This is an optimization exercise on Yosys and OpenROAD, whose aim is small area and a short achievable clock period, not a production implementation. The RTL was checked by simulation tests, not by an equivalence proof against the original design.

==> inputs of run B <==
Design riscv_core, start of the top module:
module riscv_core
(
	input  wire        clk,
	input  wire        rst,
	output wire [31:0] ib_addr,
	input  wire [31:0] ib_data,
	output wire        ib_valid,
	input  wire        ib_ready,
	output wire [31:0] db_addr,
	output wire [ 3:0] db_lanes,
	input  wire [31:0] db_din,
	output wire [31:0] db_dout,
	output wire        db_wr,
	output wire        db_valid,
	input  wire        db_ready
);
export LEC_CHECK = 0
export ABC_CLOCK_PERIOD_IN_PS = 25000
export CAP_MARGIN = 20
export CELL_PAD_IN_SITES_DETAIL_PLACEMENT = 1
export CELL_PAD_IN_SITES_GLOBAL_PLACEMENT = 2
export CORE_MARGIN = 2
export CORE_UTILIZATION = 30
export PLACE_DENSITY = 0.5
export SLEW_MARGIN = 20
create_clock -name core_clock -period 110.0 [get_ports {clk}]
standard.sh (not shown) runs the stock make flow with config.mk's settings and CLKGATE_MAP_FILE= SYNTH_SCRIPT=/design/flow/synth_recipe.tcl, a recipe that flattens the netlist after the stock synthesis.
==> flow/flow/run.sh <==
#!/bin/bash
# Standard synthesis and layout (the standard.sh), with ORFS's repair_timing asked for
# extra setup margin and free to resize cells across footprints. The SDC is the design's.
set -euo pipefail
bash standard.sh SETUP_SLACK_MARGIN=75 MATCH_CELL_FOOTPRINT=0 finish > make.log 2>&1
==> run E: changes against run B <==
==> flow/run.sh (new file) <==
#!/bin/bash
# synth_recipe.tcl (not shown) runs the flow's synth.tcl, then flattens the netlist and writes it again
# the make line also repeats each setting of config.mk as NAME=value (left out here)
make -C /OpenROAD-flow-scripts/flow DESIGN_CONFIG=/design/flow/config.mk WORK_HOME=/design/flow/orfs CLKGATE_MAP_FILE= SYNTH_SCRIPT=/design/flow/synth_recipe.tcl finish
removed: flow/flow/run.sh
removed: flow/standard.sh
==> flow_summary.yaml <==
hold_path:
  holdPathEnd: "s1_rem"
final_layout:
  drive_gt1_frac: 0.0749
  n_all_buffers: 566
worst_setup_path:
  slowest_delay_ps: 660
routing:
  met2_length_mm: 322
  m1WireLength_mm: 298
grt:
  met3_usage: 0.0343
outcome:
  status: "no timing/DRC/antenna violations"
clocking:
  path_clk_slew_ps: 60
That was run E.
==> flow_summary.yaml <==
final_layout:
  drive_gt1_frac: 0.0938
  n_all_buffers: 682
outcome:
  status: "no timing/DRC/antenna violations"
routing:
  m1WireLength_mm: 296
  met2_length_mm: 324
hold_path:
  holdPathEnd: "s2_q[28]"
grt:
  gr-max-usage-layer: "met2"
timing:
  fin_skew_ps: 113
That was run B.


==> job 1962 <==
Another version of the RTL of riscv_core (not shown whole).
==> flow/config.mk <==
export PLATFORM = sky130hd
export DESIGN_NAME = riscv_core
export DESIGN_NICKNAME = riscv_core
export VERILOG_FILES = /design/flow/design.v
export SDC_FILE = /design/flow/constraint.sdc
export NUM_CORES = 4
export LEC_CHECK = 0
export ABC_AREA = 1
export CAP_MARGIN = 10
export CELL_PAD_IN_SITES_DETAIL_PLACEMENT = 1
export CELL_PAD_IN_SITES_GLOBAL_PLACEMENT = 2
export CORE_MARGIN = 2
export CORE_UTILIZATION = 45
export CTS_BUF_LIST = sky130_fd_sc_hd__clkbuf_4 sky130_fd_sc_hd__clkbuf_8
export CTS_CLUSTER_SIZE = 30
export PLACE_DENSITY = 0.6
export SLEW_MARGIN = 10
==> flow/constraint.sdc <==
create_clock -name core_clock -period 110.0 [get_ports {clk}]
set_input_delay 22.0000 -clock core_clock [delete_from_list [all_inputs] [get_ports {clk}]]
set_output_delay 22.0000 -clock core_clock [all_outputs]
set_load 0.01 [all_outputs]
==> flow/flow/run.sh <==
#!/bin/bash
# Standard synthesis and layout (the standard.sh), with ORFS's repair_timing asked for
# extra setup margin and free to resize cells across footprints. The SDC is the design's.
set -euo pipefail
bash standard.sh SETUP_SLACK_MARGIN=86 MATCH_CELL_FOOTPRINT=0 finish > make.log 2>&1
==> inputs of job 8152, as changes to job 1962 <==
--- a/flow/design.v
+++ b/flow/design.v
@@ -27,19 +27,19 @@
 wire        f_full  = cnt[1];
 wire        f_valid = cnt != 2'b00;
 wire [31:0] f_instr = rp ? fi1 : fi0;
 wire [31:1] f_addr  = rp ? fa1 : fa0;
 assign ib_addr  = {pc, 1'b0};
 assign ib_valid = !f_full;
 localparam NPB = 4;
 reg  [31:1]    ps0, ps1;
-reg  [NPB-1:0] pg, pp;
-wire [NPB:0]   pcc;
-assign pcc[0] = 1'b0;
+reg  [NPB-1:0] pcc;
+wire [NPB:0]   pn_c;
+assign pn_c[0] = 1'b0;
 wire [31:1] bp_jimm = {{12{ib_data[31]}}, ib_data[19:12], ib_data[20], ib_data[30:21]};
 wire [31:1] bp_bimm = {{20{ib_data[31]}}, ib_data[7], ib_data[30:25], ib_data[11:8]};
 wire        bp_jal  = ib_data[6:0] == 7'h6F;
 wire        bp_br   = ib_data[6:0] == 7'h63 && ib_data[31];
 wire        f_take  = ib_valid && ib_ready && !skip;
 wire [31:1] pn_base = jmp ? jmp_addr : pc;
 wire [31:1] pn_inc  = jmp ? 31'd0 : bp_jal ? bp_jimm : bp_br ? bp_bimm : 31'd2;
 wire        pn_load = jmp || f_take;
@@ -53,36 +53,34 @@
 		localparam HI = (8 * pb + 8 < 31) ? 8 * pb + 8 : 31;
 		localparam N  = HI - LO + 1;
 		wire [N:0] s0 = {1'b0, pn_base[HI:LO]} + {1'b0, pn_inc[HI:LO]};
 		wire [N:0] s1 = {1'b0, pn_base[HI:LO]} + {1'b0, pn_inc[HI:LO]} + {{N{1'b0}}, 1'b1};
 		assign pn_s0[HI:LO] = s0[N-1:0];
 		assign pn_s1[HI:LO] = s1[N-1:0];
 		assign pn_g[pb] = s0[N];
 		assign pn_p[pb] = s1[N];
-		assign pcc[pb+1] = pcc[pb] ? pp[pb] : pg[pb];
+		assign pn_c[pb+1] = pn_g[pb] | (pn_p[pb] & pn_c[pb]);
 		always @*
 			pc[HI:LO] = pcc[pb] ? ps1[HI:LO] : ps0[HI:LO];
 	end
 endgenerate
 always @(posedge clk or posedge rst)
 begin
 	if (rst)
 	begin
 		ps0 <= 31'd0;
 		ps1 <= 31'd0;
-		pg  <= {NPB{1'b0}};
-		pp  <= {NPB{1'b0}};
+		pcc <= {NPB{1'b0}};
 	end
 	else if (pn_load)
 	begin
 		ps0 <= pn_s0;
 		ps1 <= pn_s1;
-		pg  <= pn_g;
-		pp  <= pn_p;
+		pcc <= pn_c[NPB-1:0];
 	end
 end
 always @(posedge clk or posedge rst)
 begin
 	if (rst)
 	begin
 		rp   <= 1'b0;
 		wp   <= 1'b0;
@@ -328,17 +326,41 @@
 reg  [31:1] q_jaddr;
 assign jmp      = q_jmp;
 assign jmp_addr = q_jaddr;
 wire        e_go = d_valid && !q_jmp;
 wire        sub   = c_sub || c_lt || c_ge;
 wire [32:0] sum   = {c_sgn & d_a[31], d_a} + ({c_sgn & d_b[31], d_b} ^ {33{sub}}) + {32'h0, sub};
 wire        lt    = sum[32];
 wire        eq    = d_a == d_b;
-wire [31:0] prod  = d_a * d_b;
+reg  [31:0] prod;
+reg  [31:0] bpp [0:15];
+reg  [31:0] bneg;
+reg  [31:0] bsel;
+reg  [ 2:0] bdig;
+integer bi;
+always @*
+begin
+	bneg = 32'h0;
+	for (bi = 0; bi < 16; bi = bi + 1)
+	begin
+		bdig = {d_b[2*bi+1], d_b[2*bi], (bi == 0) ? 1'b0 : d_b[2*bi-1]};
+		case (bdig)
+			3'b001, 3'b010: bsel = d_a;
+			3'b011:         bsel = {d_a[30:0], 1'b0};
+			3'b100:         bsel = ~{d_a[30:0], 1'b0};
+			3'b101, 3'b110: bsel = ~d_a;
+			default:        bsel = 32'h0;
+		endcase
+		bpp[bi] = bsel << (2 * bi);
+		bneg[2*bi] = bdig[2] & ~(bdig[1] & bdig[0]);
+	end
+	prod = bpp[0] + bpp[1] + bpp[2] + bpp[3] + bpp[4] + bpp[5] + bpp[6] + bpp[7] +
+	       bpp[8] + bpp[9] + bpp[10] + bpp[11] + bpp[12] + bpp[13] + bpp[14] + bpp[15] + bneg;
+end
 wire [31:0] prod_r;
 genvar rp2;
 generate
 	for (rp2 = 0; rp2 < 32; rp2 = rp2 + 1)
 	begin : rev2
 		assign prod_r[rp2] = prod[31-rp2];
 	end
 endgenerate
==> flow/flow/run.sh (replaced) <==
#!/bin/bash
# Standard synthesis and layout (the standard.sh), with ORFS's repair_timing asked for
# extra setup margin and free to resize cells across footprints. The SDC is the design's.
set -euo pipefail
bash standard.sh SETUP_SLACK_MARGIN=85 MATCH_CELL_FOOTPRINT=0 finish > make.log 2>&1
==> flow/config.mk (replaced) <==
export PLATFORM = sky130hd
export DESIGN_NAME = riscv_core
export DESIGN_NICKNAME = riscv_core
export VERILOG_FILES = /design/flow/design.v
export SDC_FILE = /design/flow/constraint.sdc
export NUM_CORES = 4
export LEC_CHECK = 0
export ABC_AREA = 1
export CAP_MARGIN = 20
export CELL_PAD_IN_SITES_DETAIL_PLACEMENT = 1
export CELL_PAD_IN_SITES_GLOBAL_PLACEMENT = 2
export CORE_MARGIN = 2
export CORE_UTILIZATION = 45
export PLACE_DENSITY = 0.6
export SLEW_MARGIN = 20
==> comparison table <==
Status: job 8152 no timing/DRC/antenna violations; job 1962 complete, but fails checks
Violated checks: job 8152 -; job 1962 slew limit
Slew of the pin with the lowest slew margin: job 8152 1.38 ns; job 1962 1.51 ns
Stages on the worst setup path: job 8152 2; job 1962 10
Max-slew violation count: job 8152 0; job 1962 1
Hold worst-path end: job 8152 s2_negq$_DFF_P_; job 1962 s2_a[2]$_DFF_P_
Post-Syn Area: job 8152 122,000 um^2; job 1962 127,000 um^2
Count of cells resized by post-cts repair: job 8152 317; job 1962 833
Number of nets in the finished design: job 8152 16,400; job 1962 17,800
Critical Path Fanout Max: job 8152 14; job 1962 5
Placement-stage worst setup slack: job 8152 79.69 ns; job 1962 78.12 ns
Drt wl/cell: job 8152 30.4 um; job 1962 29.5 um
Arrival time at the worst endpoint: job 8152 2.89 ns; job 1962 2.82 ns
Post-Syn Area per Cell: job 8152 8.14 um^2; job 1962 8.09 um^2
Met1 global-route usage: job 8152 49.9%; job 1962 50.8%
Final antenna diode count: job 8152 18; job 1962 23
Worst slew margin: job 8152 7.88%; job 1962 -0.565%
Number of buffers added by the clock tree synthesis step: job 8152 188; job 1962 300
Multi-input combinational cell count: job 8152 11,000; job 1962 10,900
Dpl cell area: job 8152 128,000 um^2; job 1962 133,000 um^2
Beginning of the worst register-to-register path: job 8152 s2_b[28]$_DFF_P_; job 1962 d_b[27]$_DFF_P_
Master of the slowest instance on the critical path: job 8152 sky130_fd_sc_hd__o21ai_0; job 1962 sky130_fd_sc_hd__dfrtp_2

[static timing again, ports no longer ideal]
Ports are ideal in the flow. The routed layouts listed here were re-timed in OpenROAD.
Step 1 sets driving cells, clkbuf_16 on the clock port and buf_2 on the other inputs (assumed; they add their load-dependent delay and slew).
Step 2 times the ports against the registers' clock, not the clock port: input delays grow and output delays shrink by t, the midpoint of the rising clock arrivals with the driver on.
Three values: ideal, step 1, step 2; two values: the first two.
run	t, ns	setup WS [ns]	clock arrival spread, ns	slew at the worst register clock pin (ns)	pins driven straight from the clock port
run B	1.010	76.456 / 76.456 / 76.456	0.122 / 0.121	0.08 / 0.08	1
run E	1.033	65.265 / 65.265 / 65.265	0.102 / 0.102	0.08 / 0.08	1
job 1962	1.170	85.183 / 85.069 / 84.776	0.153 / 0.154	0.08 / 0.08	1
job 8152	0.984	85.110 / 84.996 / 84.233	0.135 / 0.135	0.08 / 0.08	1
For job 8152, which loses most, drivers alone change the setup slack by -0.114 ns; drivers and shift together by -0.877 ns.
